This design comes from an exercise in tuning for small area and a short achievable clock period on the open sky130 flow, not from production work.
In this exercise RTL edits were held to simulation tests only and were not proved equivalent to the original.
Power figures rest on the tool's default switching activity, not on a simulated workload.

[flow/flow/run.sh]
#!/bin/bash
# Own layout flow: the standard flow (standard.sh) with two changes:
#  - synthesis runs Yosys's synth without its generic "abc -fast" pass
#    (-noabc), so the full adders written in the RTL reach extract_fa as
#    written instead of being remapped first; everything else in
#    synth_recipe.tcl (flatten, renames, registers) is unchanged;
#  - port buffers use the buffer cell named in flow/ports.txt.
# Each tool's output is in the ORFS logs under orfs/logs; make's own output
# goes to flow.log here.
set -euo pipefail
here=$(pwd)
first=$(head -n 1 synth_recipe.tcl)
if [[ "$first" != 'proc synth {args} { yosys synth -nofsm -noshare {*}$args }' ]]; then
  echo "unexpected first line of synth_recipe.tcl: $first" >&2
  exit 1
fi
{ echo 'proc synth {args} { yosys synth -nofsm -noshare -noabc {*}$args }'; tail -n +2 synth_recipe.tcl; } > own_synth.tcl
buf=$(tr -d ' \n' < flow/ports.txt)
sed -e "s#SYNTH_SCRIPT=[^ ]*#SYNTH_SCRIPT=$here/own_synth.tcl 'BUFFER_PORTS_ARGS=-buffer_cell $buf'#" standard.sh > own_standard.sh
grep -q own_synth.tcl own_standard.sh
bash own_standard.sh > flow.log 2>&1
[flow/flow/ports.txt]
sky130_fd_sc_hd__buf_1
[flow/standard.sh]
#!/bin/bash
# synth_recipe.tcl (not shown) runs the flow's synth.tcl, then flattens the netlist and writes it again
# the make line also repeats each setting of config.mk as NAME=value (left out here)
make -C /OpenROAD-flow-scripts/flow DESIGN_CONFIG=/design/flow/config.mk WORK_HOME=/design/flow/orfs CLKGATE_MAP_FILE= SYNTH_SCRIPT=/design/flow/synth_recipe.tcl "${@:-finish}"
[flow/config.mk]
export PLATFORM = sky130hd
export DESIGN_NAME = FloatingPoint_Multiplier_Complete
export DESIGN_NICKNAME = FloatingPoint_Multiplier_Complete
export VERILOG_FILES = /design/flow/design.v
export SDC_FILE = /design/flow/constraint.sdc
export NUM_CORES = 4
export LEC_CHECK = 0
export ABC_CLOCK_PERIOD_IN_PS = 2500
export CAP_MARGIN = 20
export CORE_MARGIN = 2
export CORE_UTILIZATION = 55
export CTS_BUF_LIST = sky130_fd_sc_hd__clkbuf_8
export SETUP_SLACK_MARGIN = 4.5
export SLEW_MARGIN = 20
[flow/constraint.sdc]
create_clock -name core_clock -period 7.5 [get_ports {clk}]
set_input_delay 1.5000 -clock core_clock [delete_from_list [all_inputs] [get_ports {clk}]]
set_output_delay 1.5000 -clock core_clock [all_outputs]
set_load 0.01 [all_outputs]
[flow/design.v]
`timescale 1ns/1ps
module FloatingPoint_Multiplier_Complete (
    input wire         clk,
    input wire         rst,
    input  wire [15:0] a,
    input  wire [15:0] b,
    output reg  [15:0] result,
    output reg         overflow,
    output reg         underflow
);
    wire es_g0 = a[10] & b[10];
    wire es_p0 = a[10] ^ b[10];
    wire es_g1 = a[11] & b[11];
    wire es_p1 = a[11] ^ b[11];
    wire es_g2 = a[12] & b[12];
    wire es_p2 = a[12] ^ b[12];
    wire es_g3 = a[13] & b[13];
    wire es_p3 = a[13] ^ b[13];
    wire es_g4 = a[14] & b[14];
    wire es_p4 = a[14] ^ b[14];
    wire es_G0_1 = es_g1 | (es_p1 & es_g0);
    wire es_P0_1 = es_p1 & es_p0;
    wire es_G0_2 = es_g2 | (es_p2 & es_g1);
    wire es_P0_2 = es_p2 & es_p1;
    wire es_G0_3 = es_g3 | (es_p3 & es_g2);
    wire es_P0_3 = es_p3 & es_p2;
    wire es_G0_4 = es_g4 | (es_p4 & es_g3);
    wire es_P0_4 = es_p4 & es_p3;
    wire es_G1_2 = es_G0_2 | (es_P0_2 & es_g0);
    wire es_P1_2 = es_P0_2 & es_p0;
    wire es_G1_3 = es_G0_3 | (es_P0_3 & es_G0_1);
    wire es_P1_3 = es_P0_3 & es_P0_1;
    wire es_G1_4 = es_G0_4 | (es_P0_4 & es_G0_2);
    wire es_P1_4 = es_P0_4 & es_P0_2;
    wire es_G2_4 = es_G1_4 | (es_P1_4 & es_g0);
    wire es_P2_4 = es_P1_4 & es_p0;
    wire es_s1 = es_p1 ^ es_g0;
    wire es_s2 = es_p2 ^ es_G0_1;
    wire es_s3 = es_p3 ^ es_G1_2;
    wire es_s4 = es_p4 ^ es_G1_3;
    reg        r1_sign, r1_ha;
    reg  [5:0] r1_es;    
    reg  [9:0] r1_ma;
    reg  [5:0] r1_one, r1_two;    
    reg  [4:0] r1_neg;
    wire [12:0] yb = {2'b00, b[14:10] != 5'd0, b[9:0]};
    always @(posedge clk) begin
        r1_sign <= a[15] ^ b[15];
        r1_es   <= ((a[14:0] == 15'd0) | (b[14:0] == 15'd0)) ? 6'h3f : {es_G2_4, es_s4, es_s3, es_s2, es_s1, es_p0};
        r1_ha   <= a[14:10] != 5'd0;
        r1_ma   <= a[9:0];
        r1_one[0] <= yb[0] ^ 1'b0;
        r1_two[0] <= (yb[1] & ~yb[0] & ~1'b0) | (~yb[1] & yb[0] & 1'b0);
        r1_neg[0] <= yb[1];
        r1_one[1] <= yb[2] ^ yb[1];
        r1_two[1] <= (yb[3] & ~yb[2] & ~yb[1]) | (~yb[3] & yb[2] & yb[1]);
        r1_neg[1] <= yb[3];
        r1_one[2] <= yb[4] ^ yb[3];
        r1_two[2] <= (yb[5] & ~yb[4] & ~yb[3]) | (~yb[5] & yb[4] & yb[3]);
        r1_neg[2] <= yb[5];
        r1_one[3] <= yb[6] ^ yb[5];
        r1_two[3] <= (yb[7] & ~yb[6] & ~yb[5]) | (~yb[7] & yb[6] & yb[5]);
        r1_neg[3] <= yb[7];
        r1_one[4] <= yb[8] ^ yb[7];
        r1_two[4] <= (yb[9] & ~yb[8] & ~yb[7]) | (~yb[9] & yb[8] & yb[7]);
        r1_neg[4] <= yb[9];
        r1_one[5] <= yb[10] ^ yb[9];
        r1_two[5] <= (yb[11] & ~yb[10] & ~yb[9]) | (~yb[11] & yb[10] & yb[9]);
    end
    wire [10:0] mx = {r1_ha, r1_ma};
    wire bp0_0 = ((r1_one[0] & mx[0])) ^ r1_neg[0];
    wire bp0_1 = ((r1_one[0] & mx[1]) | (r1_two[0] & mx[0])) ^ r1_neg[0];
    wire bp0_2 = ((r1_one[0] & mx[2]) | (r1_two[0] & mx[1])) ^ r1_neg[0];
    wire bp0_3 = ((r1_one[0] & mx[3]) | (r1_two[0] & mx[2])) ^ r1_neg[0];
    wire bp0_4 = ((r1_one[0] & mx[4]) | (r1_two[0] & mx[3])) ^ r1_neg[0];
    wire bp0_5 = ((r1_one[0] & mx[5]) | (r1_two[0] & mx[4])) ^ r1_neg[0];
    wire bp0_6 = ((r1_one[0] & mx[6]) | (r1_two[0] & mx[5])) ^ r1_neg[0];
    wire bp0_7 = ((r1_one[0] & mx[7]) | (r1_two[0] & mx[6])) ^ r1_neg[0];
    wire bp0_8 = ((r1_one[0] & mx[8]) | (r1_two[0] & mx[7])) ^ r1_neg[0];
    wire bp0_9 = ((r1_one[0] & mx[9]) | (r1_two[0] & mx[8])) ^ r1_neg[0];
    wire bp0_10 = ((r1_one[0] & mx[10]) | (r1_two[0] & mx[9])) ^ r1_neg[0];
    wire bp0_11 = ((r1_two[0] & mx[10])) ^ r1_neg[0];
    wire bp1_0 = ((r1_one[1] & mx[0])) ^ r1_neg[1];
    wire bp1_1 = ((r1_one[1] & mx[1]) | (r1_two[1] & mx[0])) ^ r1_neg[1];
    wire bp1_2 = ((r1_one[1] & mx[2]) | (r1_two[1] & mx[1])) ^ r1_neg[1];
    wire bp1_3 = ((r1_one[1] & mx[3]) | (r1_two[1] & mx[2])) ^ r1_neg[1];
    wire bp1_4 = ((r1_one[1] & mx[4]) | (r1_two[1] & mx[3])) ^ r1_neg[1];
    wire bp1_5 = ((r1_one[1] & mx[5]) | (r1_two[1] & mx[4])) ^ r1_neg[1];
    wire bp1_6 = ((r1_one[1] & mx[6]) | (r1_two[1] & mx[5])) ^ r1_neg[1];
    wire bp1_7 = ((r1_one[1] & mx[7]) | (r1_two[1] & mx[6])) ^ r1_neg[1];
    wire bp1_8 = ((r1_one[1] & mx[8]) | (r1_two[1] & mx[7])) ^ r1_neg[1];
    wire bp1_9 = ((r1_one[1] & mx[9]) | (r1_two[1] & mx[8])) ^ r1_neg[1];
    wire bp1_10 = ((r1_one[1] & mx[10]) | (r1_two[1] & mx[9])) ^ r1_neg[1];
    wire bp1_11 = ((r1_two[1] & mx[10])) ^ r1_neg[1];
    wire bp2_0 = ((r1_one[2] & mx[0])) ^ r1_neg[2];
    wire bp2_1 = ((r1_one[2] & mx[1]) | (r1_two[2] & mx[0])) ^ r1_neg[2];
    wire bp2_2 = ((r1_one[2] & mx[2]) | (r1_two[2] & mx[1])) ^ r1_neg[2];
    wire bp2_3 = ((r1_one[2] & mx[3]) | (r1_two[2] & mx[2])) ^ r1_neg[2];
    wire bp2_4 = ((r1_one[2] & mx[4]) | (r1_two[2] & mx[3])) ^ r1_neg[2];
    wire bp2_5 = ((r1_one[2] & mx[5]) | (r1_two[2] & mx[4])) ^ r1_neg[2];
    wire bp2_6 = ((r1_one[2] & mx[6]) | (r1_two[2] & mx[5])) ^ r1_neg[2];
    wire bp2_7 = ((r1_one[2] & mx[7]) | (r1_two[2] & mx[6])) ^ r1_neg[2];
    wire bp2_8 = ((r1_one[2] & mx[8]) | (r1_two[2] & mx[7])) ^ r1_neg[2];
    wire bp2_9 = ((r1_one[2] & mx[9]) | (r1_two[2] & mx[8])) ^ r1_neg[2];
    wire bp2_10 = ((r1_one[2] & mx[10]) | (r1_two[2] & mx[9])) ^ r1_neg[2];
    wire bp2_11 = ((r1_two[2] & mx[10])) ^ r1_neg[2];
    wire bp3_0 = ((r1_one[3] & mx[0])) ^ r1_neg[3];
    wire bp3_1 = ((r1_one[3] & mx[1]) | (r1_two[3] & mx[0])) ^ r1_neg[3];
    wire bp3_2 = ((r1_one[3] & mx[2]) | (r1_two[3] & mx[1])) ^ r1_neg[3];
    wire bp3_3 = ((r1_one[3] & mx[3]) | (r1_two[3] & mx[2])) ^ r1_neg[3];
    wire bp3_4 = ((r1_one[3] & mx[4]) | (r1_two[3] & mx[3])) ^ r1_neg[3];
    wire bp3_5 = ((r1_one[3] & mx[5]) | (r1_two[3] & mx[4])) ^ r1_neg[3];
    wire bp3_6 = ((r1_one[3] & mx[6]) | (r1_two[3] & mx[5])) ^ r1_neg[3];
    wire bp3_7 = ((r1_one[3] & mx[7]) | (r1_two[3] & mx[6])) ^ r1_neg[3];
    wire bp3_8 = ((r1_one[3] & mx[8]) | (r1_two[3] & mx[7])) ^ r1_neg[3];
    wire bp3_9 = ((r1_one[3] & mx[9]) | (r1_two[3] & mx[8])) ^ r1_neg[3];
    wire bp3_10 = ((r1_one[3] & mx[10]) | (r1_two[3] & mx[9])) ^ r1_neg[3];
    wire bp3_11 = ((r1_two[3] & mx[10])) ^ r1_neg[3];
    wire bp4_0 = ((r1_one[4] & mx[0])) ^ r1_neg[4];
    wire bp4_1 = ((r1_one[4] & mx[1]) | (r1_two[4] & mx[0])) ^ r1_neg[4];
    wire bp4_2 = ((r1_one[4] & mx[2]) | (r1_two[4] & mx[1])) ^ r1_neg[4];
    wire bp4_3 = ((r1_one[4] & mx[3]) | (r1_two[4] & mx[2])) ^ r1_neg[4];
    wire bp4_4 = ((r1_one[4] & mx[4]) | (r1_two[4] & mx[3])) ^ r1_neg[4];
    wire bp4_5 = ((r1_one[4] & mx[5]) | (r1_two[4] & mx[4])) ^ r1_neg[4];
    wire bp4_6 = ((r1_one[4] & mx[6]) | (r1_two[4] & mx[5])) ^ r1_neg[4];
    wire bp4_7 = ((r1_one[4] & mx[7]) | (r1_two[4] & mx[6])) ^ r1_neg[4];
    wire bp4_8 = ((r1_one[4] & mx[8]) | (r1_two[4] & mx[7])) ^ r1_neg[4];
    wire bp4_9 = ((r1_one[4] & mx[9]) | (r1_two[4] & mx[8])) ^ r1_neg[4];
    wire bp4_10 = ((r1_one[4] & mx[10]) | (r1_two[4] & mx[9])) ^ r1_neg[4];
    wire bp4_11 = ((r1_two[4] & mx[10])) ^ r1_neg[4];
    wire bp5_0 = (r1_one[5] & mx[0]);
    wire bp5_1 = (r1_one[5] & mx[1]) | (r1_two[5] & mx[0]);
    wire bp5_2 = (r1_one[5] & mx[2]) | (r1_two[5] & mx[1]);
    wire bp5_3 = (r1_one[5] & mx[3]) | (r1_two[5] & mx[2]);
    wire bp5_4 = (r1_one[5] & mx[4]) | (r1_two[5] & mx[3]);
    wire bp5_5 = (r1_one[5] & mx[5]) | (r1_two[5] & mx[4]);
    wire bp5_6 = (r1_one[5] & mx[6]) | (r1_two[5] & mx[5]);
    wire bp5_7 = (r1_one[5] & mx[7]) | (r1_two[5] & mx[6]);
    wire bp5_8 = (r1_one[5] & mx[8]) | (r1_two[5] & mx[7]);
    wire bp5_9 = (r1_one[5] & mx[9]) | (r1_two[5] & mx[8]);
    wire bp5_10 = (r1_one[5] & mx[10]) | (r1_two[5] & mx[9]);
    wire bp5_11 = (r1_two[5] & mx[10]);
    wire hs0 = r1_neg[3] ^ bp0_6;
    wire hc0 = r1_neg[3] & bp0_6;
    wire hs1 = bp0_7 ^ bp1_5;
    wire hc1 = bp0_7 & bp1_5;
    wire fs0 = r1_neg[4] ^ bp0_8 ^ bp1_6;
    wire fc0 = (r1_neg[4] & bp0_8) | (r1_neg[4] & bp1_6) | (bp0_8 & bp1_6);
    wire hs2 = bp2_4 ^ bp3_2;
    wire hc2 = bp2_4 & bp3_2;
    wire fs1 = 1'b1 ^ bp0_9 ^ bp1_7;
    wire fc1 = (1'b1 & bp0_9) | (1'b1 & bp1_7) | (bp0_9 & bp1_7);
    wire fs2 = bp2_5 ^ bp3_3 ^ bp4_1;
    wire fc2 = (bp2_5 & bp3_3) | (bp2_5 & bp4_1) | (bp3_3 & bp4_1);
    wire fs3 = bp0_10 ^ bp1_8 ^ bp2_6;
    wire fc3 = (bp0_10 & bp1_8) | (bp0_10 & bp2_6) | (bp1_8 & bp2_6);
    wire fs4 = bp3_4 ^ bp4_2 ^ bp5_0;
    wire fc4 = (bp3_4 & bp4_2) | (bp3_4 & bp5_0) | (bp4_2 & bp5_0);
    wire fs5 = bp0_11 ^ bp1_9 ^ bp2_7;
    wire fc5 = (bp0_11 & bp1_9) | (bp0_11 & bp2_7) | (bp1_9 & bp2_7);
    wire fs6 = bp3_5 ^ bp4_3 ^ bp5_1;
    wire fc6 = (bp3_5 & bp4_3) | (bp3_5 & bp5_1) | (bp4_3 & bp5_1);
    wire fs7 = r1_neg[0] ^ bp1_10 ^ bp2_8;
    wire fc7 = (r1_neg[0] & bp1_10) | (r1_neg[0] & bp2_8) | (bp1_10 & bp2_8);
    wire fs8 = bp3_6 ^ bp4_4 ^ bp5_2;
    wire fc8 = (bp3_6 & bp4_4) | (bp3_6 & bp5_2) | (bp4_4 & bp5_2);
    wire fs9 = r1_neg[0] ^ bp1_11 ^ bp2_9;
    wire fc9 = (r1_neg[0] & bp1_11) | (r1_neg[0] & bp2_9) | (bp1_11 & bp2_9);
    wire fs10 = bp3_7 ^ bp4_5 ^ bp5_3;
    wire fc10 = (bp3_7 & bp4_5) | (bp3_7 & bp5_3) | (bp4_5 & bp5_3);
    wire fs11 = ~r1_neg[0] ^ ~r1_neg[1] ^ bp2_10;
    wire fc11 = (~r1_neg[0] & ~r1_neg[1]) | (~r1_neg[0] & bp2_10) | (~r1_neg[1] & bp2_10);
    wire fs12 = bp3_8 ^ bp4_6 ^ bp5_4;
    wire fc12 = (bp3_8 & bp4_6) | (bp3_8 & bp5_4) | (bp4_6 & bp5_4);
    wire fs13 = 1'b1 ^ bp2_11 ^ bp3_9;
    wire fc13 = (1'b1 & bp2_11) | (1'b1 & bp3_9) | (bp2_11 & bp3_9);
    wire hs3 = bp4_7 ^ bp5_5;
    wire hc3 = bp4_7 & bp5_5;
    wire fs14 = ~r1_neg[2] ^ bp3_10 ^ bp4_8;
    wire fc14 = (~r1_neg[2] & bp3_10) | (~r1_neg[2] & bp4_8) | (bp3_10 & bp4_8);
    wire hs4 = 1'b1 ^ bp3_11;
    wire hc4 = 1'b1 & bp3_11;
    wire hs5 = r1_neg[2] ^ bp0_4;
    wire hc5 = r1_neg[2] & bp0_4;
    wire hs6 = bp0_5 ^ bp1_3;
    wire hc6 = bp0_5 & bp1_3;
    wire fs15 = bp1_4 ^ bp2_2 ^ bp3_0;
    wire fc15 = (bp1_4 & bp2_2) | (bp1_4 & bp3_0) | (bp2_2 & bp3_0);
    wire fs16 = bp2_3 ^ bp3_1 ^ hc0;
    wire fc16 = (bp2_3 & bp3_1) | (bp2_3 & hc0) | (bp3_1 & hc0);
    wire fs17 = bp4_0 ^ hc1 ^ hs2;
    wire fc17 = (bp4_0 & hc1) | (bp4_0 & hs2) | (hc1 & hs2);
    wire fs18 = hc2 ^ fc0 ^ fs1;
    wire fc18 = (hc2 & fc0) | (hc2 & fs1) | (fc0 & fs1);
    wire fs19 = fc1 ^ fc2 ^ fs3;
    wire fc19 = (fc1 & fc2) | (fc1 & fs3) | (fc2 & fs3);
    wire fs20 = fc3 ^ fc4 ^ fs5;
    wire fc20 = (fc3 & fc4) | (fc3 & fs5) | (fc4 & fs5);
    wire fs21 = fc5 ^ fc6 ^ fs7;
    wire fc21 = (fc5 & fc6) | (fc5 & fs7) | (fc6 & fs7);
    wire fs22 = fc7 ^ fc8 ^ fs10;
    wire fc22 = (fc7 & fc8) | (fc7 & fs10) | (fc8 & fs10);
    wire fs23 = fc10 ^ fc9 ^ fs11;
    wire fc23 = (fc10 & fc9) | (fc10 & fs11) | (fc9 & fs11);
    wire fs24 = hs3 ^ fc11 ^ fc12;
    wire fc24 = (hs3 & fc11) | (hs3 & fc12) | (fc11 & fc12);
    wire fs25 = bp5_6 ^ hc3 ^ fc13;
    wire fc25 = (bp5_6 & hc3) | (bp5_6 & fc13) | (hc3 & fc13);
    wire fs26 = bp4_9 ^ bp5_7 ^ hs4;
    wire fc26 = (bp4_9 & bp5_7) | (bp4_9 & hs4) | (bp5_7 & hs4);
    wire fs27 = ~r1_neg[3] ^ bp4_10 ^ bp5_8;
    wire fc27 = (~r1_neg[3] & bp4_10) | (~r1_neg[3] & bp5_8) | (bp4_10 & bp5_8);
    wire hs7 = 1'b1 ^ bp4_11;
    wire hc7 = 1'b1 & bp4_11;
    wire hs8 = r1_neg[1] ^ bp0_2;
    wire hc8 = r1_neg[1] & bp0_2;
    wire hs9 = bp0_3 ^ bp1_1;
    wire hc9 = bp0_3 & bp1_1;
    wire fs28 = bp1_2 ^ bp2_0 ^ hs5;
    wire fc28 = (bp1_2 & bp2_0) | (bp1_2 & hs5) | (bp2_0 & hs5);
    wire fs29 = bp2_1 ^ hc5 ^ hs6;
    wire fc29 = (bp2_1 & hc5) | (bp2_1 & hs6) | (hc5 & hs6);
    wire fs30 = hc6 ^ hs0 ^ fs15;
    wire fc30 = (hc6 & hs0) | (hc6 & fs15) | (hs0 & fs15);
    wire fs31 = hs1 ^ fc15 ^ fs16;
    wire fc31 = (hs1 & fc15) | (hs1 & fs16) | (fc15 & fs16);
    wire fs32 = fs0 ^ fc16 ^ fs17;
    wire fc32 = (fs0 & fc16) | (fs0 & fs17) | (fc16 & fs17);
    wire fs33 = fs2 ^ fc17 ^ fs18;
    wire fc33 = (fs2 & fc17) | (fs2 & fs18) | (fc17 & fs18);
    wire fs34 = fs4 ^ fc18 ^ fs19;
    wire fc34 = (fs4 & fc18) | (fs4 & fs19) | (fc18 & fs19);
    wire fs35 = fs6 ^ fc19 ^ fs20;
    wire fc35 = (fs6 & fc19) | (fs6 & fs20) | (fc19 & fs20);
    wire fs36 = fs8 ^ fc20 ^ fs21;
    wire fc36 = (fs8 & fc20) | (fs8 & fs21) | (fc20 & fs21);
    wire fs37 = fs9 ^ fc21 ^ fs22;
    wire fc37 = (fs9 & fc21) | (fs9 & fs22) | (fc21 & fs22);
    wire fs38 = fs12 ^ fc22 ^ fs23;
    wire fc38 = (fs12 & fc22) | (fs12 & fs23) | (fc22 & fs23);
    wire fs39 = fs13 ^ fc23 ^ fs24;
    wire fc39 = (fs13 & fc23) | (fs13 & fs24) | (fc23 & fs24);
    wire fs40 = fs14 ^ fc24 ^ fs25;
    wire fc40 = (fs14 & fc24) | (fs14 & fs25) | (fc24 & fs25);
    wire fs41 = fc14 ^ fc25 ^ fs26;
    wire fc41 = (fc14 & fc25) | (fc14 & fs26) | (fc25 & fs26);
    wire fs42 = hc4 ^ fs27 ^ fc26;
    wire fc42 = (hc4 & fs27) | (hc4 & fc26) | (fs27 & fc26);
    wire fs43 = bp5_9 ^ hs7 ^ fc27;
    wire fc43 = (bp5_9 & hs7) | (bp5_9 & fc27) | (hs7 & fc27);
    wire fs44 = ~r1_neg[4] ^ bp5_10 ^ hc7;
    wire fc44 = (~r1_neg[4] & bp5_10) | (~r1_neg[4] & hc7) | (bp5_10 & hc7);
    wire hs10 = 1'b1 ^ bp5_11;
    wire lo_g0 = r1_neg[0] & bp0_0;
    wire lo_p0 = r1_neg[0] ^ bp0_0;
    wire lo_g2 = bp1_0 & hs8;
    wire lo_p2 = bp1_0 ^ hs8;
    wire lo_g3 = hc8 & hs9;
    wire lo_p3 = hc8 ^ hs9;
    wire lo_g4 = hc9 & fs28;
    wire lo_p4 = hc9 ^ fs28;
    wire lo_g5 = fc28 & fs29;
    wire lo_p5 = fc28 ^ fs29;
    wire lo_g6 = fc29 & fs30;
    wire lo_p6 = fc29 ^ fs30;
    wire lo_g7 = fc30 & fs31;
    wire lo_p7 = fc30 ^ fs31;
    wire lo_G0_1 = (bp0_1 & lo_g0);
    wire lo_P0_1 = bp0_1 & lo_p0;
    wire lo_G0_2 = lo_g2;
    wire lo_P0_2 = lo_p2 & bp0_1;
    wire lo_G0_3 = lo_g3 | (lo_p3 & lo_g2);
    wire lo_P0_3 = lo_p3 & lo_p2;
    wire lo_G0_4 = lo_g4 | (lo_p4 & lo_g3);
    wire lo_P0_4 = lo_p4 & lo_p3;
    wire lo_G0_5 = lo_g5 | (lo_p5 & lo_g4);
    wire lo_P0_5 = lo_p5 & lo_p4;
    wire lo_G0_6 = lo_g6 | (lo_p6 & lo_g5);
    wire lo_P0_6 = lo_p6 & lo_p5;
    wire lo_G0_7 = lo_g7 | (lo_p7 & lo_g6);
    wire lo_P0_7 = lo_p7 & lo_p6;
    wire lo_G1_2 = lo_G0_2 | (lo_P0_2 & lo_g0);
    wire lo_P1_2 = lo_P0_2 & lo_p0;
    wire lo_G1_3 = lo_G0_3 | (lo_P0_3 & lo_G0_1);
    wire lo_P1_3 = lo_P0_3 & lo_P0_1;
    wire lo_G1_4 = lo_G0_4 | (lo_P0_4 & lo_G0_2);
    wire lo_P1_4 = lo_P0_4 & lo_P0_2;
    wire lo_G1_5 = lo_G0_5 | (lo_P0_5 & lo_G0_3);
    wire lo_P1_5 = lo_P0_5 & lo_P0_3;
    wire lo_G1_6 = lo_G0_6 | (lo_P0_6 & lo_G0_4);
    wire lo_P1_6 = lo_P0_6 & lo_P0_4;
    wire lo_G1_7 = lo_G0_7 | (lo_P0_7 & lo_G0_5);
    wire lo_P1_7 = lo_P0_7 & lo_P0_5;
    wire lo_G2_4 = lo_G1_4 | (lo_P1_4 & lo_g0);
    wire lo_P2_4 = lo_P1_4 & lo_p0;
    wire lo_G2_5 = lo_G1_5 | (lo_P1_5 & lo_G0_1);
    wire lo_P2_5 = lo_P1_5 & lo_P0_1;
    wire lo_G2_6 = lo_G1_6 | (lo_P1_6 & lo_G1_2);
    wire lo_P2_6 = lo_P1_6 & lo_P1_2;
    wire lo_G2_7 = lo_G1_7 | (lo_P1_7 & lo_G1_3);
    wire lo_P2_7 = lo_P1_7 & lo_P1_3;
    wire lo_s1 = bp0_1 ^ lo_g0;
    wire lo_s2 = lo_p2 ^ lo_G0_1;
    wire lo_s3 = lo_p3 ^ lo_G1_2;
    wire lo_s4 = lo_p4 ^ lo_G1_3;
    wire lo_s5 = lo_p5 ^ lo_G2_4;
    wire lo_s6 = lo_p6 ^ lo_G2_5;
    wire lo_s7 = lo_p7 ^ lo_G2_6;
    wire [7:0] nlo = {lo_s7, lo_s6, lo_s5, lo_s4, lo_s3, lo_s2, lo_s1, lo_p0};
    wire zq0 = ~(r1_neg[0] ^ bp0_0);
    wire zq1 = ~(bp0_1 ^ (r1_neg[0] | bp0_0));
    wire zq2 = ~((bp1_0 ^ hs8) ^ bp0_1);
    wire zq3 = ~((hc8 ^ hs9) ^ (bp1_0 | hs8));
    wire zq4 = ~((hc9 ^ fs28) ^ (hc8 | hs9));
    wire zq5 = ~((fc28 ^ fs29) ^ (hc9 | fs28));
    wire zq6 = ~((fc29 ^ fs30) ^ (fc28 | fs29));
    wire zq7 = ~((fc30 ^ fs31) ^ (fc29 | fs30));
    wire zq8 = ~((fc31 ^ fs32) ^ (fc30 | fs31));
    wire zq9 = ~((fc32 ^ fs33) ^ (fc31 | fs32));
    wire zr1 = ~(bp0_1 ^ (r1_neg[0] & bp0_0));
    wire z08 = zq0 & zq1 & zq2 & zq3 & zq4 & zq5 & zq6 & zq7 & zq8;    
    wire z19 = zr1 & zq2 & zq3 & zq4 & zq5 & zq6 & zq7 & zq8 & zq9;    
    reg [21:8] r2_a;
    reg [21:8] r2_b;
    reg        r2_cin;
    reg        r2_zA;
    reg        r2_zB;
    reg        r2_z0c;
    reg        r2_z1c;
    reg        r2_sign;
    reg  [5:0] r2_es;
    always @(posedge clk) begin
        r2_cin <= lo_G2_7;
        r2_zA <= zq2 & zq3 & zq4 & zq5;
        r2_zB <= zq6 & zq7 & zq8;
        r2_z0c <= zq0 & zq1;
        r2_z1c <= zr1;
        r2_a[8] <= fc31;
        r2_b[8] <= fs32;
        r2_a[9] <= fc32;
        r2_b[9] <= fs33;
        r2_a[10] <= fc33;
        r2_b[10] <= fs34;
        r2_a[11] <= fc34;
        r2_b[11] <= fs35;
        r2_a[12] <= fc35;
        r2_b[12] <= fs36;
        r2_a[13] <= fc36;
        r2_b[13] <= fs37;
        r2_a[14] <= fc37;
        r2_b[14] <= fs38;
        r2_a[15] <= fs39;
        r2_b[15] <= fc38;
        r2_a[16] <= fc39;
        r2_b[16] <= fs40;
        r2_a[17] <= fc40;
        r2_b[17] <= fs41;
        r2_a[18] <= fc41;
        r2_b[18] <= fs42;
        r2_a[19] <= fs43;
        r2_b[19] <= fc42;
        r2_a[20] <= fs44;
        r2_b[20] <= fc43;
        r2_a[21] <= hs10;
        r2_b[21] <= fc44;
        r2_sign <= r1_sign;
        r2_es <= r1_es;
    end
    wire hi_g0 = r2_a[8] & r2_b[8];
    wire hi_p0 = r2_a[8] ^ r2_b[8];
    wire hi_g1 = r2_a[9] & r2_b[9];
    wire hi_p1 = r2_a[9] ^ r2_b[9];
    wire hi_g2 = r2_a[10] & r2_b[10];
    wire hi_p2 = r2_a[10] ^ r2_b[10];
    wire hi_g3 = r2_a[11] & r2_b[11];
    wire hi_p3 = r2_a[11] ^ r2_b[11];
    wire hi_g4 = r2_a[12] & r2_b[12];
    wire hi_p4 = r2_a[12] ^ r2_b[12];
    wire hi_g5 = r2_a[13] & r2_b[13];
    wire hi_p5 = r2_a[13] ^ r2_b[13];
    wire hi_g6 = r2_a[14] & r2_b[14];
    wire hi_p6 = r2_a[14] ^ r2_b[14];
    wire hi_g7 = r2_a[15] & r2_b[15];
    wire hi_p7 = r2_a[15] ^ r2_b[15];
    wire hi_g8 = r2_a[16] & r2_b[16];
    wire hi_p8 = r2_a[16] ^ r2_b[16];
    wire hi_g9 = r2_a[17] & r2_b[17];
    wire hi_p9 = r2_a[17] ^ r2_b[17];
    wire hi_g10 = r2_a[18] & r2_b[18];
    wire hi_p10 = r2_a[18] ^ r2_b[18];
    wire hi_g11 = r2_a[19] & r2_b[19];
    wire hi_p11 = r2_a[19] ^ r2_b[19];
    wire hi_g12 = r2_a[20] & r2_b[20];
    wire hi_p12 = r2_a[20] ^ r2_b[20];
    wire hi_g13 = r2_a[21] & r2_b[21];
    wire hi_p13 = r2_a[21] ^ r2_b[21];
    wire hi_G0_1 = hi_g1 | (hi_p1 & hi_g0);
    wire hi_P0_1 = hi_p1 & hi_p0;
    wire hi_G0_2 = hi_g2 | (hi_p2 & hi_g1);
    wire hi_P0_2 = hi_p2 & hi_p1;
    wire hi_G0_3 = hi_g3 | (hi_p3 & hi_g2);
    wire hi_P0_3 = hi_p3 & hi_p2;
    wire hi_G0_4 = hi_g4 | (hi_p4 & hi_g3);
    wire hi_P0_4 = hi_p4 & hi_p3;
    wire hi_G0_5 = hi_g5 | (hi_p5 & hi_g4);
    wire hi_P0_5 = hi_p5 & hi_p4;
    wire hi_G0_6 = hi_g6 | (hi_p6 & hi_g5);
    wire hi_P0_6 = hi_p6 & hi_p5;
    wire hi_G0_7 = hi_g7 | (hi_p7 & hi_g6);
    wire hi_P0_7 = hi_p7 & hi_p6;
    wire hi_G0_8 = hi_g8 | (hi_p8 & hi_g7);
    wire hi_P0_8 = hi_p8 & hi_p7;
    wire hi_G0_9 = hi_g9 | (hi_p9 & hi_g8);
    wire hi_P0_9 = hi_p9 & hi_p8;
    wire hi_G0_10 = hi_g10 | (hi_p10 & hi_g9);
    wire hi_P0_10 = hi_p10 & hi_p9;
    wire hi_G0_11 = hi_g11 | (hi_p11 & hi_g10);
    wire hi_P0_11 = hi_p11 & hi_p10;
    wire hi_G0_12 = hi_g12 | (hi_p12 & hi_g11);
    wire hi_P0_12 = hi_p12 & hi_p11;
    wire hi_G0_13 = hi_g13 | (hi_p13 & hi_g12);
    wire hi_P0_13 = hi_p13 & hi_p12;
    wire hi_G1_2 = hi_G0_2 | (hi_P0_2 & hi_g0);
    wire hi_P1_2 = hi_P0_2 & hi_p0;
    wire hi_G1_3 = hi_G0_3 | (hi_P0_3 & hi_G0_1);
    wire hi_P1_3 = hi_P0_3 & hi_P0_1;
    wire hi_G1_4 = hi_G0_4 | (hi_P0_4 & hi_G0_2);
    wire hi_P1_4 = hi_P0_4 & hi_P0_2;
    wire hi_G1_5 = hi_G0_5 | (hi_P0_5 & hi_G0_3);
    wire hi_P1_5 = hi_P0_5 & hi_P0_3;
    wire hi_G1_6 = hi_G0_6 | (hi_P0_6 & hi_G0_4);
    wire hi_P1_6 = hi_P0_6 & hi_P0_4;
    wire hi_G1_7 = hi_G0_7 | (hi_P0_7 & hi_G0_5);
    wire hi_P1_7 = hi_P0_7 & hi_P0_5;
    wire hi_G1_8 = hi_G0_8 | (hi_P0_8 & hi_G0_6);
    wire hi_P1_8 = hi_P0_8 & hi_P0_6;
    wire hi_G1_9 = hi_G0_9 | (hi_P0_9 & hi_G0_7);
    wire hi_P1_9 = hi_P0_9 & hi_P0_7;
    wire hi_G1_10 = hi_G0_10 | (hi_P0_10 & hi_G0_8);
    wire hi_P1_10 = hi_P0_10 & hi_P0_8;
    wire hi_G1_11 = hi_G0_11 | (hi_P0_11 & hi_G0_9);
    wire hi_P1_11 = hi_P0_11 & hi_P0_9;
    wire hi_G1_12 = hi_G0_12 | (hi_P0_12 & hi_G0_10);
    wire hi_P1_12 = hi_P0_12 & hi_P0_10;
    wire hi_G1_13 = hi_G0_13 | (hi_P0_13 & hi_G0_11);
    wire hi_P1_13 = hi_P0_13 & hi_P0_11;
    wire hi_G2_4 = hi_G1_4 | (hi_P1_4 & hi_g0);
    wire hi_P2_4 = hi_P1_4 & hi_p0;
    wire hi_G2_5 = hi_G1_5 | (hi_P1_5 & hi_G0_1);
    wire hi_P2_5 = hi_P1_5 & hi_P0_1;
    wire hi_G2_6 = hi_G1_6 | (hi_P1_6 & hi_G1_2);
    wire hi_P2_6 = hi_P1_6 & hi_P1_2;
    wire hi_G2_7 = hi_G1_7 | (hi_P1_7 & hi_G1_3);
    wire hi_P2_7 = hi_P1_7 & hi_P1_3;
    wire hi_G2_8 = hi_G1_8 | (hi_P1_8 & hi_G1_4);
    wire hi_P2_8 = hi_P1_8 & hi_P1_4;
    wire hi_G2_9 = hi_G1_9 | (hi_P1_9 & hi_G1_5);
    wire hi_P2_9 = hi_P1_9 & hi_P1_5;
    wire hi_G2_10 = hi_G1_10 | (hi_P1_10 & hi_G1_6);
    wire hi_P2_10 = hi_P1_10 & hi_P1_6;
    wire hi_G2_11 = hi_G1_11 | (hi_P1_11 & hi_G1_7);
    wire hi_P2_11 = hi_P1_11 & hi_P1_7;
    wire hi_G2_12 = hi_G1_12 | (hi_P1_12 & hi_G1_8);
    wire hi_P2_12 = hi_P1_12 & hi_P1_8;
    wire hi_G2_13 = hi_G1_13 | (hi_P1_13 & hi_G1_9);
    wire hi_P2_13 = hi_P1_13 & hi_P1_9;
    wire hi_G3_8 = hi_G2_8 | (hi_P2_8 & hi_g0);
    wire hi_P3_8 = hi_P2_8 & hi_p0;
    wire hi_G3_9 = hi_G2_9 | (hi_P2_9 & hi_G0_1);
    wire hi_P3_9 = hi_P2_9 & hi_P0_1;
    wire hi_G3_10 = hi_G2_10 | (hi_P2_10 & hi_G1_2);
    wire hi_P3_10 = hi_P2_10 & hi_P1_2;
    wire hi_G3_11 = hi_G2_11 | (hi_P2_11 & hi_G1_3);
    wire hi_P3_11 = hi_P2_11 & hi_P1_3;
    wire hi_G3_12 = hi_G2_12 | (hi_P2_12 & hi_G2_4);
    wire hi_P3_12 = hi_P2_12 & hi_P2_4;
    wire hi_G3_13 = hi_G2_13 | (hi_P2_13 & hi_G2_5);
    wire hi_P3_13 = hi_P2_13 & hi_P2_5;
    wire hi_s0 = hi_p0 ^ r2_cin;
    wire hi_C1 = hi_g0 | (hi_p0 & r2_cin);
    wire hi_s1 = hi_p1 ^ hi_C1;
    wire hi_C2 = hi_G0_1 | (hi_P0_1 & r2_cin);
    wire hi_s2 = hi_p2 ^ hi_C2;
    wire hi_C3 = hi_G1_2 | (hi_P1_2 & r2_cin);
    wire hi_s3 = hi_p3 ^ hi_C3;
    wire hi_C4 = hi_G1_3 | (hi_P1_3 & r2_cin);
    wire hi_s4 = hi_p4 ^ hi_C4;
    wire hi_C5 = hi_G2_4 | (hi_P2_4 & r2_cin);
    wire hi_s5 = hi_p5 ^ hi_C5;
    wire hi_C6 = hi_G2_5 | (hi_P2_5 & r2_cin);
    wire hi_s6 = hi_p6 ^ hi_C6;
    wire hi_C7 = hi_G2_6 | (hi_P2_6 & r2_cin);
    wire hi_s7 = hi_p7 ^ hi_C7;
    wire hi_C8 = hi_G2_7 | (hi_P2_7 & r2_cin);
    wire hi_s8 = hi_p8 ^ hi_C8;
    wire hi_C9 = hi_G3_8 | (hi_P3_8 & r2_cin);
    wire hi_s9 = hi_p9 ^ hi_C9;
    wire hi_C10 = hi_G3_9 | (hi_P3_9 & r2_cin);
    wire hi_s10 = hi_p10 ^ hi_C10;
    wire hi_C11 = hi_G3_10 | (hi_P3_10 & r2_cin);
    wire hi_s11 = hi_p11 ^ hi_C11;
    wire hi_C12 = hi_G3_11 | (hi_P3_11 & r2_cin);
    wire hi_s12 = hi_p12 ^ hi_C12;
    wire hi_C13 = hi_G3_12 | (hi_P3_12 & r2_cin);
    wire hi_s13 = hi_p13 ^ hi_C13;
    wire hi_C14 = hi_G3_13 | (hi_P3_13 & r2_cin);
    wire tie0 = ~hi_s1 & r2_zA & r2_zB & r2_z0c;    
    wire tie1 = hi_s2 & hi_s1 & r2_zA & r2_zB & r2_z1c;    
    wire r0_top = hi_s13;    
    wire r1ci = hi_s2 & hi_s1;    
    wire r1_a0_1 = hi_s3 & r1ci;
    wire r1_a0_2 = hi_s4 & hi_s3;
    wire r1_a0_3 = hi_s5 & hi_s4;
    wire r1_a0_4 = hi_s6 & hi_s5;
    wire r1_a0_5 = hi_s7 & hi_s6;
    wire r1_a0_6 = hi_s8 & hi_s7;
    wire r1_a0_7 = hi_s9 & hi_s8;
    wire r1_a0_8 = hi_s10 & hi_s9;
    wire r1_a0_9 = hi_s11 & hi_s10;
    wire r1_a0_10 = hi_s12 & hi_s11;
    wire r1_a1_2 = r1_a0_2 & r1ci;
    wire r1_a1_3 = r1_a0_3 & r1_a0_1;
    wire r1_a1_4 = r1_a0_4 & r1_a0_2;
    wire r1_a1_5 = r1_a0_5 & r1_a0_3;
    wire r1_a1_6 = r1_a0_6 & r1_a0_4;
    wire r1_a1_7 = r1_a0_7 & r1_a0_5;
    wire r1_a1_8 = r1_a0_8 & r1_a0_6;
    wire r1_a1_9 = r1_a0_9 & r1_a0_7;
    wire r1_a1_10 = r1_a0_10 & r1_a0_8;
    wire r1_a2_4 = r1_a1_4 & r1ci;
    wire r1_a2_5 = r1_a1_5 & r1_a0_1;
    wire r1_a2_6 = r1_a1_6 & r1_a1_2;
    wire r1_a2_7 = r1_a1_7 & r1_a1_3;
    wire r1_a2_8 = r1_a1_8 & r1_a1_4;
    wire r1_a2_9 = r1_a1_9 & r1_a1_5;
    wire r1_a2_10 = r1_a1_10 & r1_a1_6;
    wire r1_a3_8 = r1_a2_8 & r1ci;
    wire r1_a3_9 = r1_a2_9 & r1_a0_1;
    wire r1_a3_10 = r1_a2_10 & r1_a1_2;
    wire r1_0 = hi_s3 ^ r1ci;
    wire r1_1 = hi_s4 ^ r1_a0_1;
    wire r1_2 = hi_s5 ^ r1_a1_2;
    wire r1_3 = hi_s6 ^ r1_a1_3;
    wire r1_4 = hi_s7 ^ r1_a2_4;
    wire r1_5 = hi_s8 ^ r1_a2_5;
    wire r1_6 = hi_s9 ^ r1_a2_6;
    wire r1_7 = hi_s10 ^ r1_a2_7;
    wire r1_8 = hi_s11 ^ r1_a3_8;
    wire r1_9 = hi_s12 ^ r1_a3_9;
    wire [9:0] mant0 = {hi_s11, hi_s10, hi_s9, hi_s8, hi_s7, hi_s6, hi_s5, hi_s4, hi_s3, hi_s2} & ~{9'd0, tie0};
    wire [9:0] mant1 = {r1_9, r1_8, r1_7, r1_6, r1_5, r1_4, r1_3, r1_2, r1_1, r1_0} & ~{9'd0, tie1};
    wire [9:0] mant  = r0_top ? mant1 : mant0;
    wire       r2_zero = &r2_es;
    wire       ovf0 = r2_es >= 6'd46;
    wire       ovf1 = r2_es >= 6'd45;
    wire       unf0 = r2_es <= 6'd15;
    wire       unf1 = r2_es <= 6'd14;
    wire [4:0] ef0  = r2_es[4:0] + 5'd17;
    wire [4:0] ef1  = r2_es[4:0] + 5'd18;
    wire       ovf  = r0_top ? ovf1 : ovf0;
    wire       unf  = r0_top ? unf1 : unf0;
    wire [4:0] ef   = r0_top ? ef1 : ef0;
    reg        r3_nz, r3_ovf, r3_unf;    
    reg [15:0] r3_val;
    always @(posedge clk or posedge rst) begin
        if (rst) begin
            r3_nz  <= 1'b0;
            r3_ovf <= 1'b0;
            r3_unf <= 1'b0;
        end else begin
            r3_nz  <= ~r2_zero & ~ovf & ~unf;
            r3_ovf <= ~r2_zero & ovf;
            r3_unf <= ~r2_zero & ~ovf & unf;
        end
    end
    always @(posedge clk) r3_val <= {r2_sign, ef, mant};
    always @(*) begin
        result    = r3_nz ? r3_val : (r3_ovf ? 16'h7F80 : 16'd0);
        overflow  = r3_ovf;
        underflow = r3_unf;
    end
endmodule
==> results.py, run 1 <==
metrics = {
    "run_status": {
        "status": "no timing/DRC/antenna violations",
    },
    "sta": {
        "rsz0062_at_grt": "true",
        "tightest_slew_ns": 0.721,
        "fmax_ghz": 0.350,
        "hold_violations": 0,
        "slew_viol_final": 0,
        "period_needed_ns": 2.86,
        "holdWs_ns": 0.331,
        "min_period_over_period_pct": 38.1,
        "setup_viol": 0,
        "max_slew_margin_pct": 51.9,
        "tns_ns": 0,
        "finClkSkew_ns": 0.0114,
    },
    "die": {
        "core_um2": 11300,
        "die-area_um2": 12400,
        "rows": 39,
        "initial_core_util_pct": 56.0,
        "die_w_um": 111,
        "dieHeight_um": 111,
        "ios": 52,
    },
    "critical_path": {
        "cp_cell_sequence": "ha_1 > a21o_1 > a221o_1 > o211ai_2 > mux2i_1 > nor2_2 > mux2i_1 > o221ai_1",
        "critPathSlowestCell": "nor2_2",
        "endpoint": "r3_nz$_DFF_PP0_",
        "crit_path_start": "r2_a[10]$_DFF_P_",
        "crit_required_ns": 7.74,
        "crit_path_max_fanout": 15,
        "worstSetupStartpointType": "register",
        "critical_path_buf_inv_count": 0,
        "reg2reg_depth": 8,
        "cp_common_cell": "mux2i_1",
        "end_kind": "register",
        "r2r_start": "r2_a[10]$_DFF_P_",
        "worstPathArrival_ns": 3.10,
        "crit_cells": 8,
        "critical_path.max_stage_delay_ns": 0.53,
        "reg2reg_slack_ns": 4.64,
        "critPathKind": "reg -> reg",
        "crit_family": "compound AO/OA/AOI/OAI gates",
        "r2r-end": "r3_nz$_DFF_PP0_",
    },
    "finish": {
        "n_antenna_cell": 0,
        "final_common_cell": "dfxtp_1",
        "final_cell_mix": "dfxtp_1, xnor2_1, nand2_1, a22oi_1, ha_1",
        "fillCellCount": 989,
        "seq_area_um2": 1910,
        "stdcell_area_um2": 6770,
        "nets": 806,
        "drive_gt1_share_pct": 5.73,
        "syn_to_final_growth_pct": 6.91,
        "multi_input_area_um2": 4140,
    },
    "clock_tree": {
        "cts_root_buffer": "clkbuf_8",
        "clock-sinks": 94,
        "cts_buffer_depth": 2,
        "postCtsHoldBufs": 0,
        "clock_latency_ns": 0.38,
        "cts.reportedPaths.clkPinSlew_ns": 0.09,
        "numCtsBuffers": 9,
        "htreeDepth": 3,
        "cts_tree": "done",
    },
    "global_route": {
        "grt_pass1_vias": 4673,
        "grt_pass1_wl_um": 21900,
        "track_usage_pct": 21.7,
        "antenna_found_initial": 0,
        "overflow": 0,
        "grt_max_degree": 18,
    },
    "power": {
        "power_leakage_nw": 2.84,
        "power.density_nw_per_um2": 414,
        "ir_drop_mv": 0.265,
    },
    "routing": {
        "post_drt_wl_per_cell_um": 15.2,
        "routed_wl_um": 12500,
        "first_pass_iters": 6,
        "vias": 4621,
        "viasPerCell": 5.61,
        "drt_iter0_drc": 300,
        "postRouteAntennaNets": 0,
        "drcViolationCount": 0,
    },
    "synth": {
        "ys_warn_count": 1,
        "synth_nets": 778,
        "syn_inst": 648,
        "syn_area_per_cell_um2": 9.78,
        "async_flop_share_pct": 3.19,
        "synth_edf_count": 0,
        "syn-cell-area_um2": 6340,
        "ys_ff_latch": 94,
        "ys.flop_type": "dfxtp_1",
        "synth.distinct_cells": 59,
        "ys_seq_area_share_pct": 29.9,
    },
    "placement": {
        "port_buffers": 51,
        "dp_hpwl_um": 9650,
        "gp_congestion": 0.855,
        "place_area_um2": 6550,
    },
    "job": {
        "maxCapViolCount": 0,
    },
    "min_path": {
        "hold_path_class": "reg -> reg",
    },
}
[registers in the layout, indices dropped and copies added, names as in the netlist]
signal	count
r3_val	16
r2_a	14
r2_b	14
r1_ma	10
r1_es	6
r1_one	6
r1_two	6
r2_es	6
r1_neg	5
r1_ha	1
r1_sign	1
r2_cin	1
r2_sign	1
r2_z0c	1
r2_z1c	1
r2_zA	1
r2_zB	1
r3_nz	1
r3_ovf	1
r3_unf	1
[layout make-up]
class / count / share of cell area (%)
clock buffer: 10 / 2.03
clock inverter: 6 / 0.924
inverter: 39 / 2.16
multi-input combinational: 479 / 61.1
sequential: 94 / 28.1
tap: 143 / 2.64
timing repair buffer: 53 / 3.05
[worst register-to-register path, cell delays in order, from the launching register on]
cell and delay, ns:
dfxtp_1 0.31, ha_1 0.39, a21o_1 0.24, a221o_1 0.46
o211ai_2 0.23, mux2i_1 0.13, nor2_2 0.53, mux2i_1 0.29
o221ai_1 0.16
[logic make-up after synthesis]
logic type | after synthesis | synth area share [%]
mux | 4 | 0.632
xor+xnor | 89 | 12.3
compound gates | 150 | 17.3
buf+inv | 75 | 4.82
simple gates | 140 | 10.9
flops | 94 | 29.9
fa+ha+maj | 96 | 24.2
[cells in the mapped netlist (14+ instances only)]
cell type   n  area (µm²)
dfxtp_1    91        1820
xnor2_1    67         587
a22oi_1    54         405
nand2_1    54         203
ha_1       52         651
fa_1       44         881
inv_1      39         146
clkbuf_1   28         105
nor2_1     23        86.3
o21ai_0    23         115
xor2_1     22         193
a21oi_1    17        85.1
and2_1     14        87.6
[through the flow]
stage | setup slack, ns | total power, mW | utilization, % | instances
floorplan | 4.65 | 2.13 | - | 648
global placement | 4.61 | 2.42 | 57.8 | 806
detailed placement | 4.57 | 2.46 | 57.8 | 806
CTS | 4.54 | 2.82 | 59.6 | 822
global route | 4.46 | 3.10 | 59.8 | 824
finish | 4.64 | 2.81 | 59.8 | 824
[power by group]
part	total (mW)	switching, mW	internal, mW
Combinational	1.71	0.980	0.735
Clock	0.343	0.180	0.163
Sequential	0.747	0.0848	0.662
Total	2.81	1.25	1.56
[worst min-delay path by stage]
stage / start / endpoint / slack [ns] / cells past startpoint
finish: r1_es[2]$_SDFF_PP1_ / r2_es[2]$_DFF_P_ / 0.33 / 0
global route: r1_es[4]$_SDFF_PP1_ / r2_es[4]$_DFF_P_ / 0.34 / 0
CTS: r1_es[2]$_SDFF_PP1_ / r2_es[2]$_DFF_P_ / 0.33 / 0
detailed placement: r1_es[0]$_SDFF_PP1_ / r2_es[0]$_DFF_P_ / 0.31 / 0
global placement: r1_sign$_DFF_P_ / r2_sign$_DFF_P_ / 0.31 / 0
floorplan: r1_es[0]$_SDFF_PP1_ / r2_es[0]$_DFF_P_ / 0.31 / 0
[routing by layer]
layer | vias to the layer above | share of wire, % | global-route usage, %
met5 | - | 0 | 0
li1 | 2292 | - | -
met4 | 0 | 2.2 | 8.81
met1 | 2191 | 47 | 30.4
met2 | 116 | 47 | 34.3
met3 | 22 | 3.9 | 2.89
[timing repair]
action / CTS / global route
resized for setup: 1 / 8
buffers inserted: 0 / 2
setup endpoints to repair: 8 / 12
==> run 2: changes to the inputs <==
--- a/flow/config.mk
+++ b/flow/config.mk
@@ -12,3 +12,3 @@
 export CTS_BUF_LIST = sky130_fd_sc_hd__clkbuf_8
-export SETUP_SLACK_MARGIN = 4.5
+export SETUP_SLACK_MARGIN = 4.9
 export SLEW_MARGIN = 20
==> results.py, run 2 <==
metrics = {
    "critical_path": {
        "crit_cells": 3,
        "reg2reg_depth": 9,
        "crit_path_start": "r3_nz$_DFF_PP0_",
        "crit_family": "flip-flops",
        "critPathSlowestCell": "dfrtp_2",
        "end_kind": "output pin",
        "crit_required_ns": 6.00,
        "r2r-end": "r2_zB$_DFF_P_",
        "critPathKind": "reg -> out",
        "critical_path_buf_inv_count": 2,
        "endpoint": "result[5]",
        "reg2reg_slack_ns": 4.90,
        "r2r_start": "r1_ma[5]$_DFF_P_",
        "crit_path_max_fanout": 8,
        "worstPathArrival_ns": 1.21,
        "cp_cell_sequence": "buf_6 > and2_1 > clkbuf_2",
        "worstSetupStartpointType": "register",
        "critical_path.max_stage_delay_ns": 0.45,
    },
    "routing": {
        "routed_wl_um": 13500,
        "postRouteAntennaNets": 0,
        "post_drt_wl_per_cell_um": 15.6,
        "drt_iter0_drc": 233,
        "drcViolationCount": 0,
        "vias": 4877,
        "viasPerCell": 5.65,
        "first_pass_iters": 6,
    },
    "die": {
        "rows": 39,
        "dieHeight_um": 111,
        "ios": 52,
        "die-area_um2": 12400,
        "die_w_um": 111,
        "initial_core_util_pct": 56.0,
        "core_um2": 11300,
    },
    "global_route": {
        "overflow": 0,
        "antenna_found_initial": 0,
        "grt_pass1_vias": 4597,
        "grt_max_degree": 16,
        "grt_pass1_wl_um": 21800,
        "track_usage_pct": 21.6,
    },
    "power": {
        "power_leakage_nw": 3.14,
        "ir_drop_mv": 0.440,
        "power.density_nw_per_um2": 436,
    },
    "finish": {
        "syn_to_final_growth_pct": 18.4,
        "largest-register": "r3_val",
        "n_antenna_cell": 0,
        "drive_gt1_share_pct": 21.9,
        "stdcell_area_um2": 7500,
        "largestRegisters": "r3_val (16), r2_a (14), r2_b (14)",
        "final_cell_mix": "xnor2_1, dfxtp_1, nand2_1",
        "nets": 845,
        "largest_register_ffs": 16,
    },
    "min_path": {
        "worstHoldStart": "r1_es[0]$_SDFF_PP1_",
        "hold_path_class": "reg -> reg",
    },
    "clock_tree": {
        "cts_buffer_depth": 2,
        "cts.reportedPaths.clkPinSlew_ns": 0.09,
        "postCtsHoldBufs": 0,
        "cts_tree": "done",
        "htreeDepth": 3,
        "cts_root_buffer": "clkbuf_8",
        "clock-sinks": 94,
        "clock_latency_ns": 0.37,
        "numCtsBuffers": 9,
    },
    "sta": {
        "layout_setup_ws_ns": 4.79,
        "finClkSkew_ns": 0.0124,
        "rsz0062_at_grt": "true",
        "tightest_slew_ns": 0.691,
        "hold_violations": 0,
        "min_period_over_period_pct": 36.2,
        "tns_ns": 0,
        "period_needed_ns": 2.71,
        "setup_viol": 0,
        "max_slew_margin_pct": 53.4,
        "fmax_ghz": 0.368,
        "slew_viol_final": 0,
    },
    "synth": {
        "synth_nets": 778,
        "ys_ff_latch": 94,
        "ys.flop_type": "dfxtp_1",
        "yosysTopAreaCellShare_pct": 28.8,
        "syn-cell-area_um2": 6340,
        "synth_edf_count": 0,
        "ys_top_cells_by_count": "dfxtp_1, xnor2_1, a22oi_1, nand2_1, ha_1",
        "synth.distinct_cells": 59,
        "synth_top_area_cell": "dfxtp_1",
        "synth_area_leaders": "dfxtp_1, fa_1, ha_1, xnor2_1, a22oi_1",
        "syn_inst": 648,
        "ys_seq_area_share_pct": 29.9,
        "async_flop_share_pct": 3.19,
        "yosysMostFrequentCell": "dfxtp_1",
        "ys_warn_count": 1,
        "syn_area_per_cell_um2": 9.78,
    },
    "placement": {
        "gp_congestion": 0.853,
        "port_buffers": 51,
        "dp_worst_setup_slack_ns": 4.56,
        "dp_hpwl_um": 9680,
        "place_area_um2": 6570,
    },
    "run_status": {
        "status": "no timing/DRC/antenna violations",
    },
    "job": {
        "maxCapViolCount": 0,
    },
}
-- run 2: cells by family after synthesis --
family                   share of synthesized area [%]
AO/OA/AOI/OAI                                     17.3
adder cells (fa/ha/maj)                           24.2
XOR/XNOR                                          12.3
multiplexers                                     0.632
buffers and inverters                             4.82
flip-flops                                        29.9
AND/OR/NAND/NOR                                   10.9
-- run 2: layout make-up --
class	instances	area, µm²
Multi-Input combinational cell	480	4440
Inverter	39	146
Sequential cell	94	1980
Clock buffer	11	151
Timing Repair Buffer	91	546
Clock inverter	5	56.3
Tap cell	143	179
Fill cell	926	3820
-- run 2: how the worst min path moves through the flow --
stage	to	cells after the start
after floorplan	r2_es[0]$_DFF_P_	0
after global placement	r2_es[3]$_DFF_P_	0
after detailed placement	r2_es[3]$_DFF_P_	0
after CTS	r2_es[0]$_DFF_P_	0
after global routing	r2_es[3]$_DFF_P_	0
final	r2_es[0]$_DFF_P_	0
-- run 2: metal layers --
layer	vias to the layer above	wire (µm)	part of all wire [%]	track usage [%]
met1	2363	6070	45	30.2
met5	-	0	0	0
met3	15	645	4.8	3.10
li1	2370	-	-	-
met2	129	6580	49	35.0
met4	0	195	1.4	7.16
-- run 2: worst reg2reg max path: cells and delay by family, from the launching register on --
family | cells | cell delay [ns]
adders and majority gates | 3 | 1.22
xor gates and xnor gates | 3 | 0.42
DFF | 1 | 0.39
AOI/OAI and AO/OA | 1 | 0.18
buffers and inverters | 1 | 0.16
and+or+nand+nor | 1 | 0.16
-- run 2: what timing repair did --
item | CTS | global route
setup buffers | 4 | 35
resized for setup | 45 | 93
endpoints found under the setup margin | 45 | 39
gates cloned | 1 | 1
pin swaps | 3 | 30
-- run 2: through the flow --
stage	hold WS [ns]	total power [mW]	cells	util (%)
final	0.332	3.27	863	66.3
after floorplan	0.310	2.14	648	-
after global placement	0.311	2.42	806	58.0
after CTS	0.333	2.88	827	61.0
after detailed placement	0.312	2.47	806	58.0
after global routing	0.338	3.57	863	66.3
-- run 2: report_power, final --
group          switching [mW]  internal, mW
logic                    1.14          1.02
registers              0.0918         0.662
clock network           0.180         0.173
total                    1.42          1.86
==> run 3: changes to the inputs <==
--- a/flow/config.mk
+++ b/flow/config.mk
@@ -12,3 +12,3 @@
 export CTS_BUF_LIST = sky130_fd_sc_hd__clkbuf_8
-export SETUP_SLACK_MARGIN = 4.9
+export SETUP_SLACK_MARGIN = 4.6
 export SLEW_MARGIN = 20
==> results.py, run 3 <==
metrics = {
    "die": {
        "initial_core_util_pct": 56.0,
        "dieHeight_um": 111,
        "rows": 39,
        "die-area_um2": 12400,
        "die_w_um": 111,
        "core_um2": 11300,
        "ios": 52,
    },
    "sta": {
        "period_needed_ns": 2.80,
        "max_slew_margin_pct": 51.8,
        "tightest_slew_ns": 0.722,
        "hold_violations": 0,
        "setup_viol": 0,
        "holdWs_ns": 0.331,
        "rsz0062_at_grt": "true",
        "tns_ns": 0,
        "fmax_ghz": 0.357,
        "finClkSkew_ns": 0.0116,
        "min_period_over_period_pct": 37.3,
        "slew_viol_final": 0,
    },
    "critical_path": {
        "crit_cells": 9,
        "critPathSlowestCell": "dfxtp_1",
        "reg2reg_slack_ns": 4.70,
        "r2r-end": "r2_cin$_DFF_P_",
        "crit_required_ns": 7.78,
        "worstPathArrival_ns": 3.07,
        "cp_common_cell": "fa_1",
        "critical_path_buf_inv_count": 1,
        "crit_path_max_fanout": 12,
        "crit_path_start": "r1_ma[3]$_DFF_P_",
        "critPathKind": "reg -> reg",
        "end_kind": "register",
        "r2r_start": "r1_ma[3]$_DFF_P_",
        "worstSetupStartpointType": "register",
        "endpoint": "r2_cin$_DFF_P_",
        "reg2reg_depth": 9,
        "cp_cell_sequence": "a22oi_1 > xnor2_1 > fa_1 > fa_1 > inv_1 > ha_1 > nor2b_1 > o21ai_0 > nand2b_1",
        "critical_path.max_stage_delay_ns": 0.64,
        "crit_family": "adder cells",
    },
    "finish": {
        "final_common_cell": "dfxtp_1",
        "fillCellCount": 984,
        "stdcell_area_um2": 6790,
        "nets": 806,
        "largestRegisters": "r3_val (16), r2_a (14), r2_b (14)",
        "drive_gt1_share_pct": 6.46,
        "fin_cells": 824,
        "final_core_util_pct": 60.0,
        "syn_to_final_growth_pct": 7.15,
        "largest_register_ffs": 16,
        "largest-register": "r3_val",
        "final_cell_mix": "dfxtp_1, xnor2_1, nand2_1, a22oi_1, ha_1",
        "n_antenna_cell": 0,
    },
    "synth": {
        "synth_top_family_by_area": "adder cells",
        "ys_top_cells_by_count": "dfxtp_1, xnor2_1, a22oi_1, nand2_1, ha_1",
        "synthSimpleGateAreaFrac_pct": 10.9,
        "synth.distinct_cells": 59,
        "ys_warn_count": 1,
        "ys.flop_type": "dfxtp_1",
        "ys_seq_area_share_pct": 29.9,
        "synth_compound_area_share_pct": 17.3,
        "synth_area_leaders": "dfxtp_1, fa_1, ha_1, xnor2_1, a22oi_1",
        "syn-cell-area_um2": 6340,
        "synthXorXnorAreaFrac_pct": 12.3,
        "async_flop_share_pct": 3.19,
        "synth_nets": 778,
        "yosysMostFrequentCell": "dfxtp_1",
        "synthAdderAreaFrac_pct": 24.2,
        "ys_ff_latch": 94,
        "synth_mux_area_share_pct": 0.632,
        "yosysTopAreaCellShare_pct": 28.8,
        "synth_edf_count": 0,
        "syn_inst": 648,
        "syn_area_per_cell_um2": 9.78,
        "synth_top_area_cell": "dfxtp_1",
    },
    "global_route": {
        "overflow": 0,
        "track_usage_pct": 21.6,
        "grt_pass1_wl_um": 21800,
        "antenna_found_initial": 0,
        "grt_max_degree": 16,
        "grt_pass1_vias": 4683,
    },
    "placement": {
        "dp.cells": 806,
        "place_area_um2": 6550,
        "port_buffers": 51,
        "gp_congestion": 0.855,
        "dp_hpwl_um": 9650,
    },
    "routing": {
        "viasPerCell": 5.58,
        "post_drt_wl_per_cell_um": 15.1,
        "routed_wl_um": 12500,
        "drt_iter0_drc": 292,
        "postRouteAntennaNets": 0,
        "first_pass_iters": 5,
        "drcViolationCount": 0,
        "vias": 4600,
    },
    "job": {
        "maxCapViolCount": 0,
    },
    "power": {
        "power_leakage_nw": 2.85,
        "pwr-share-comb_pct": 61.2,
        "p_int_mw": 1.56,
        "switching_share_pct": 44.4,
        "power_switching_mw": 1.25,
        "ir_drop_mv": 0.266,
        "power.density_nw_per_um2": 414,
        "p_seq_share_pct": 26.6,
        "p_clk_share_pct": 12.2,
    },
    "clock_tree": {
        "htreeDepth": 3,
        "clock-sinks": 94,
        "clock_latency_ns": 0.37,
        "cts_buffer_depth": 2,
        "cts.reportedPaths.clkPinSlew_ns": 0.09,
        "cts_tree": "done",
        "cts_root_buffer": "clkbuf_8",
        "numCtsBuffers": 9,
        "postCtsHoldBufs": 0,
    },
    "min_path": {
        "hold_path_class": "reg -> reg",
    },
    "run_status": {
        "status": "no timing/DRC/antenna violations",
    },
}
[run 3: cell type report]
| type | instances | area (µm²) | area share, % |
|---|---|---|---|
| timing repair buffer | 53 | 206 | 3.04 |
| clock inverter | 6 | 62.6 | 0.921 |
| inverter | 39 | 146 | 2.16 |
| sequential | 94 | 1910 | 28.1 |
| multi-input combinational | 479 | 4150 | 61.1 |
| tap | 143 | 179 | 2.64 |
| clock buffer | 10 | 138 | 2.03 |
[run 3: power groups by stage]
| stage | sequential (mW) | combinational [mW] | clock [mW] |
|---|---|---|---|
| 2_1_floorplan | 0.714 | 1.42 | 0 |
| 3_3_place_gp | 0.761 | 1.66 | 0 |
| 3_5_place_dp | 0.764 | 1.70 | 0 |
| 4_1_cts | 0.748 | 1.72 | 0.355 |
| 5_1_grt | 0.765 | 1.96 | 0.376 |
| 6_report | 0.747 | 1.72 | 0.342 |
[run 3: logic make-up after synthesis]
logic type | count (synthesis)
AO/OA/AOI/OAI | 150
buffers and inverters | 75
XOR/XNOR | 89
AND/OR/NAND/NOR | 140
adder cells (fa/ha/maj) | 96
multiplexers | 4
flip-flops | 94
[run 3: metrics by stage]
stage	total power [mW]	worst slack [ns]
finish	2.81	4.70
global placement	2.42	4.61
CTS	2.83	4.61
global route	3.10	4.47
floorplan	2.13	4.65
detailed placement	2.46	4.57
[run 3: how the worst min path moves through the flow]
stage                             start               end  slack (ns)  depth (start not counted)
floorplan           r1_es[0]$_SDFF_PP1_  r2_es[0]$_DFF_P_        0.31                          0
global placement        r1_sign$_DFF_P_   r2_sign$_DFF_P_        0.31                          0
detailed placement  r1_es[0]$_SDFF_PP1_  r2_es[0]$_DFF_P_        0.31                          0
CTS                 r1_es[2]$_SDFF_PP1_  r2_es[2]$_DFF_P_        0.33                          0
global route        r1_es[4]$_SDFF_PP1_  r2_es[4]$_DFF_P_        0.34                          0
finish              r1_es[2]$_SDFF_PP1_  r2_es[2]$_DFF_P_        0.33                          0
[run 3: worst reg2reg max path, delay by kind of cell (launching register included)]
| family | cells | cell delay (ns) |
|---|---|---|
| compound gates | 2 | 0.30 |
| xor+xnor | 1 | 0.19 |
| fa+ha+maj | 3 | 1.33 |
| buf+inv | 1 | 0.05 |
| flops | 1 | 0.64 |
| simple gates | 2 | 0.20 |
[run 3: repair_timing]
item,4_1_cts,5_1_grt
setup buffers,2,0
resized for setup,3,12
setup endpoints to repair,10,9
[run 3: metal layers]
layer | global-route usage [%] | wire, µm | vias up | share of wire, %
li1 | - | - | 2287 | -
met4 | 8.81 | 278 | 0 | 2.2
met1 | 30.1 | 5860 | 2172 | 47
met3 | 2.89 | 515 | 23 | 4.1
met5 | 0 | 0 | - | 0
met2 | 34.5 | 5810 | 118 | 47

## separate check: timing with driven ports
No port has a modelled driver above. Below, the same layouts with a new extraction and two added sets of constraints. Step 1: set_driving_cell puts a clkbuf_16 on clk and a buf_2 on each other input, an assumption about the parent block. Step 2 moves the port delays by t, midway between the first and last clock arrival at a register: inputs arrive t later, outputs are due t later. That takes back most of the time a late clock gives input paths. a / b / c = ideal ports / drivers / drivers and shift; a / b = the first two.
run	t (ns)	setup slack, ns	worst slew at a driven data input, ns
run 1	0.403	4.645 / 4.645 / 4.578	0.03
run 2	0.403	4.786 / 4.752 / 4.701	0.03
run 3	0.403	4.701 / 4.689 / 4.570	0.03
After both steps every run listed still meets setup and hold. For run 3, which loses most, drivers alone change the setup slack by -0.012 ns; drivers and shift together by -0.131 ns.
